This is an optimization exercise on Yosys and OpenROAD, whose aim is small area, not a production implementation.
RTL that was checked went through simulation tests only; none was proved equivalent to the original.
The clock port is modelled as an ideal driver; clocking choices that lean on that would not hold on a real chip.
No activity file was given, so power comes from the tool's default toggle rates.

## main
Design lab3_pixgen, start of the top module:
module lab3_pixgen(
    input         clk,
    input         rst,
    input  [5:0]  color,
    input         btn_left,
    input         btn_right,
    input         btn_up,
    input         btn_down,
    input         enc,
    input         vsync,
    input  [5:0]  fb_rdata,
    output        rdy,
    output        fb_we,
    output [16:0] fb_waddr,
    output [5:0]  fb_wdata,
    output [16:0] fb_raddr,
    output [15:0] rgb
);
reg  [9:0] cnt_l, cnt_r, cnt_u, cnt_d;
function [9:0] db_next;
    input [9:0] c;
    db_next = {c[8:0], c[9] ^ c[6] ^ (c[8:0] == 9'd0)};
endfunction
wire       left_pulse  = (cnt_l == 10'd778);
wire       right_pulse = (cnt_r == 10'd778);
wire       up_pulse    = (cnt_u == 10'd778);
wire       down_pulse  = (cnt_d == 10'd778);
always @(posedge clk) begin
    if (rst) begin
        cnt_l <= 10'd0;
        cnt_r <= 10'd0;
        cnt_u <= 10'd0;
        cnt_d <= 10'd0;
    end else begin
        if (btn_left)  cnt_l <= db_next(cnt_l);
        if (btn_right) cnt_r <= db_next(cnt_r);
        if (btn_up)    cnt_u <= db_next(cnt_u);
        if (btn_down)  cnt_d <= db_next(cnt_d);
    end
end
reg  [8:0] x_min;
reg  [7:0] y_min;
wire x_inc = right_pulse & ~(x_min[8] & x_min[6] & (&x_min[4:2]) & x_min[0]);    
wire x_dec = ~x_inc & left_pulse & (x_min != 9'd0);
  ...
Size: roughly 670 cells after synthesis, ~140 flip-flops, about 78 I/O pins, about 0.0058 mm² of cells after synthesis.
==> module lab3_pixgen, before the edit <==
module lab3_pixgen(
    input         clk,
    input         rst,
    input  [5:0]  color,
    input         btn_left,
    input         btn_right,
    input         btn_up,
    input         btn_down,
    input         enc,
    input         vsync,
    input  [5:0]  fb_rdata,
    output        rdy,
    output        fb_we,
    output [16:0] fb_waddr,
    output [5:0]  fb_wdata,
    output [16:0] fb_raddr,
    output [15:0] rgb
);
reg  [9:0] cnt_l, cnt_r, cnt_u, cnt_d;
function [9:0] db_next;
    input [9:0] c;
    db_next = {c[8:0], c[9] ^ c[6] ^ (c[8:0] == 9'd0)};
endfunction
wire       left_pulse  = (cnt_l == 10'd778);
wire       right_pulse = (cnt_r == 10'd778);
wire       up_pulse    = (cnt_u == 10'd778);
wire       down_pulse  = (cnt_d == 10'd778);
always @(posedge clk) begin
    if (rst) begin
        cnt_l <= 10'd0;
        cnt_r <= 10'd0;
        cnt_u <= 10'd0;
        cnt_d <= 10'd0;
    end else begin
        if (btn_left)  cnt_l <= db_next(cnt_l);
        if (btn_right) cnt_r <= db_next(cnt_r);
        if (btn_up)    cnt_u <= db_next(cnt_u);
        if (btn_down)  cnt_d <= db_next(cnt_d);
    end
end
reg  [8:0] x_min;
reg  [7:0] y_min;
wire x_inc = right_pulse & ~(x_min[8] & x_min[6] & (&x_min[4:2]) & x_min[0]);    
wire x_dec = ~x_inc & left_pulse & (x_min != 9'd0);
wire y_inc = down_pulse & ~(y_min[7] & y_min[5] & (&y_min[3:1]));                
wire y_dec = ~y_inc & up_pulse & (y_min != 8'd0);
wire [8:0] x_tog;
wire [7:0] y_tog;
assign x_tog[0] = x_inc | x_dec;
assign y_tog[0] = y_inc | y_dec;
genvar i;
generate
    for (i = 1; i < 9; i = i + 1) begin : g_xt
        assign x_tog[i] = x_tog[i-1] & (x_min[i-1] ^ x_dec);
    end
    for (i = 1; i < 8; i = i + 1) begin : g_yt
        assign y_tog[i] = y_tog[i-1] & (y_min[i-1] ^ y_dec);
    end
endgenerate
always @(posedge clk) begin
    if (rst) begin
        x_min <= 9'd100;
        y_min <= 8'd100;
    end else begin
        x_min <= x_min ^ x_tog;
        y_min <= y_min ^ y_tog;
    end
end
reg [15:0] cc;
always @(posedge clk)
    if (rst)
        cc <= 16'd0;
    else
        cc <= cc + color[0];
reg  [8:0] px;
reg  [7:0] py;
reg        we;
reg        done;
reg  [5:0] data;
reg  [5:0] wdata;
reg  [12:0] Tw;
wire       x_wrap = px[8] & px[7] & (&px[3:0]);                
wire       y_step = (px == 9'd0);
wire [8:0] x = (~we | x_wrap) ? 9'd0 : px + 9'd1;
wire       y_wrap = y_step & (&py[7:5]);                        
wire [7:0] y = (~we | y_wrap) ? 8'd0 : py + y_step;
wire [12:0] Twn = (~we | y_wrap) ? 13'd0 :
                  Tw + (x_wrap ? -13'd24 : y_step ? 13'd25 : {12'd0, &px[3:0]});
wire [8:0] dx = px - x_min;
wire [7:0] dy = py + ~y_min + y_step;
wire       in_rect = we & (dx < 9'd49) & (dy < 8'd49);
always @(posedge clk) begin
    px    <= x;
    py    <= y;
    Tw    <= Twn;
    we    <= ~rst;
    wdata <= data;
    if (rst) begin
        done <= 1'b0;
        data <= 6'b111111;
    end else begin
        if (we & px[8] & px[7] & (&px[3:1]) & ~px[0] & (&py[7:5]))    
            done <= 1'b1;
        data <= in_rect ? (color[0] ? cc[15:10] : color) : 6'd0;
    end
end
reg [10:0] PX;
reg [1:0]  Yl;
reg [12:0] T;
reg        z;
wire        en      = enc & ~vsync & ~rst;
wire        c16     = &PX[5:0];
wire        X_wrap  = PX[10] & PX[9] & c16;                     
wire        Yl_wrap = X_wrap & (Yl == 2'd3);
wire        Y_wrap  = Yl_wrap & T[12] & T[10] & (&T[8:5]);      
always @(posedge clk) begin
    z  <= rst | vsync | (z & ~enc);
    PX <= (en & (z | X_wrap)) ? 11'd0 : PX + en;
    Yl <= (en & (z | Yl_wrap)) ? 2'd0 : Yl + (en & X_wrap);
    T  <= (en & (z | Y_wrap)) ? 13'd0 :
          T + (~en ? 13'd0 : (X_wrap & ~Yl_wrap) ? -13'd24 : {12'd0, c16});
end
assign rdy      = done;
assign fb_we    = we;
assign fb_waddr = {Tw, px[3:0]};
assign fb_wdata = wdata;
assign fb_raddr = {T, PX[5:2]};
assign rgb      = {fb_rdata[4], {2{fb_rdata[5:4]}}, {3{fb_rdata[3:2]}}, fb_rdata[0], {2{fb_rdata[1:0]}}};
endmodule
export LEC_CHECK = 0
export CAP_MARGIN = 20
export CORE_MARGIN = 2
export CORE_UTILIZATION = 40
export SLEW_MARGIN = 20
create_clock -name core_clock -period 5.0 [get_ports {clk}]
standard.sh (not shown) runs the stock make flow with config.mk's settings and CLKGATE_MAP_FILE= SYNTH_SCRIPT=/design/flow/synth_recipe.tcl, a recipe that flattens the netlist after the stock synthesis.
==> flow/flow/run.sh <==
#!/bin/bash
# Own layout flow: the standard layout (standard.sh), with
#  - a synthesis script (flow/synth.tcl) that maps all logic with ABC using
#    flow/area.abc, without extracting half/full adder cells; registers are
#    inferred and mapped exactly as in the standard synthesis;
#  - extra make settings from flow/make_args (one VAR=value per line;
#    @FLOWDIR@ stands for this flow folder).
# make's output goes to flow_make.log; ORFS writes each step's log under
# orfs/logs/.
set -euo pipefail
W=$PWD
sed "s#@FLOWDIR@#$W/flow#g" flow/synth.tcl > my_synth.tcl
sed "s#SYNTH_SCRIPT=[^ ]*#SYNTH_SCRIPT=$W/my_synth.tcl#" standard.sh > my_standard.sh
ARGS=()
if [[ -f flow/make_args ]]; then
  while IFS= read -r l; do
    [[ -z "$l" || "$l" == \#* ]] || ARGS+=("${l//@FLOWDIR@/$W/flow}")
  done < flow/make_args
fi
bash my_standard.sh "${ARGS[@]}" finish > flow_make.log 2>&1
Other scripts of this flow, unchanged in this note and not shown: flow/flow/area.abc, flow/flow/make_args, flow/flow/post_cts.tcl, flow/flow/synth.tcl
### main -> the feature branch
--- a/flow/design.v
+++ b/flow/design.v
@@ -73,7 +73,7 @@
     else
         cc <= cc + color[0];
 reg  [8:0] px;
-reg  [7:0] py;
+reg  [7:0] Dy;       
 reg        we;
 reg        done;
 reg  [5:0] data;
@@ -82,16 +82,18 @@
 wire       x_wrap = px[8] & px[7] & (&px[3:0]);                
 wire       y_step = (px == 9'd0);
 wire [8:0] x = (~we | x_wrap) ? 9'd0 : px + 9'd1;
-wire       y_wrap = y_step & (&py[7:5]);                        
-wire [7:0] y = (~we | y_wrap) ? 8'd0 : py + y_step;
+wire       y_wrap = y_step & Tw[12] & Tw[10] & (&Tw[8:5]);     
+wire [7:0] Dyn = ~we ? 8'd156 :
+                 Dy + (y_step ? (y_wrap ? 8'd32 : 8'd1) : 8'd0)
+                    - {{7{y_dec}}, y_inc | y_dec};
 wire [12:0] Twn = (~we | y_wrap) ? 13'd0 :
                   Tw + (x_wrap ? -13'd24 : y_step ? 13'd25 : {12'd0, &px[3:0]});
 wire [8:0] dx = px - x_min;
-wire [7:0] dy = py + ~y_min + y_step;
+wire [7:0] dy = Dy - {7'd0, ~y_step};
 wire       in_rect = we & (dx < 9'd49) & (dy < 8'd49);
 always @(posedge clk) begin
     px    <= x;
-    py    <= y;
+    Dy    <= Dyn;
     Tw    <= Twn;
     we    <= ~rst;
     wdata <= data;
@@ -99,7 +101,7 @@
         done <= 1'b0;
         data <= 6'b111111;
     end else begin
-        if (we & px[8] & px[7] & (&px[3:1]) & ~px[0] & (&py[7:5]))    
+        if (we & (&px[3:1]) & ~px[0] & Tw[12] & Tw[10] & (&Tw[8:3]))    
             done <= 1'b1;
         data <= in_rect ? (color[0] ? cc[15:10] : color) : 6'd0;
     end
Findings:
Compared with main, in the feature branch share of total power consumed by net switching now sits higher; post-synthesis instance total saw a decrease; smallest setup slack after layout has decreased.
The feature branch vs main, post-detailed-routing wire length went up by about 0.64%.
Relative to main, count of buffers not belonging to the clock network in the layout increased by about 7% in the feature branch.
In the feature branch, the xor/xnor cell area share of the yosys netlist came out 0.48 points above the value in main.
Comparing the two runs side by side, the feature branch comes out behind main on total power.
Depth of the most critical reg-to-reg path up 1 in the feature branch wrt main
Only the layout flow was run in the feature branch; the RTL was not checked for function there.

-- port drivers added, routing unchanged --
The flow's constraints put no driver on any port. The routed layouts listed below were extracted and timed again, unchanged, in two steps. Step 1 (the two cells are an assumption about what drives the block):
set clk [get_ports {clk}]
set_driving_cell -lib_cell sky130_fd_sc_hd__clkbuf_16 $clk
set_driving_cell -lib_cell sky130_fd_sc_hd__buf_2 [delete_from_list [all_inputs] $clk]
Step 2 times the ports against the registers' clock, not the clock port: input delays grow and output delays shrink by t, the midpoint of the rising clock arrivals with the driver on. Three values: no drivers, after step 1, after step 2; two values: the first two.
| run | shift t [ns] | slack for setup (ns) | hold slack, ns | worst setup path after step 2 | latest minus earliest clock arrival (ns) |
|---|---|---|---|---|---|
| main | 0.394 | 0.411 / 0.428 / 0.033 | 0.322 / 0.322 / 0.322 | input to register | 0.029 / 0.029 |
| the feature branch | 0.394 | 0.309 / 0.327 / -0.067 | 0.329 / 0.329 / 0.329 | input to register | 0.029 / 0.029 |
Met with ideal ports but missed after step 2: setup timing in the feature branch. The setup slack of main, which loses most, moves by +0.017 ns with the drivers and by -0.378 ns with both steps.
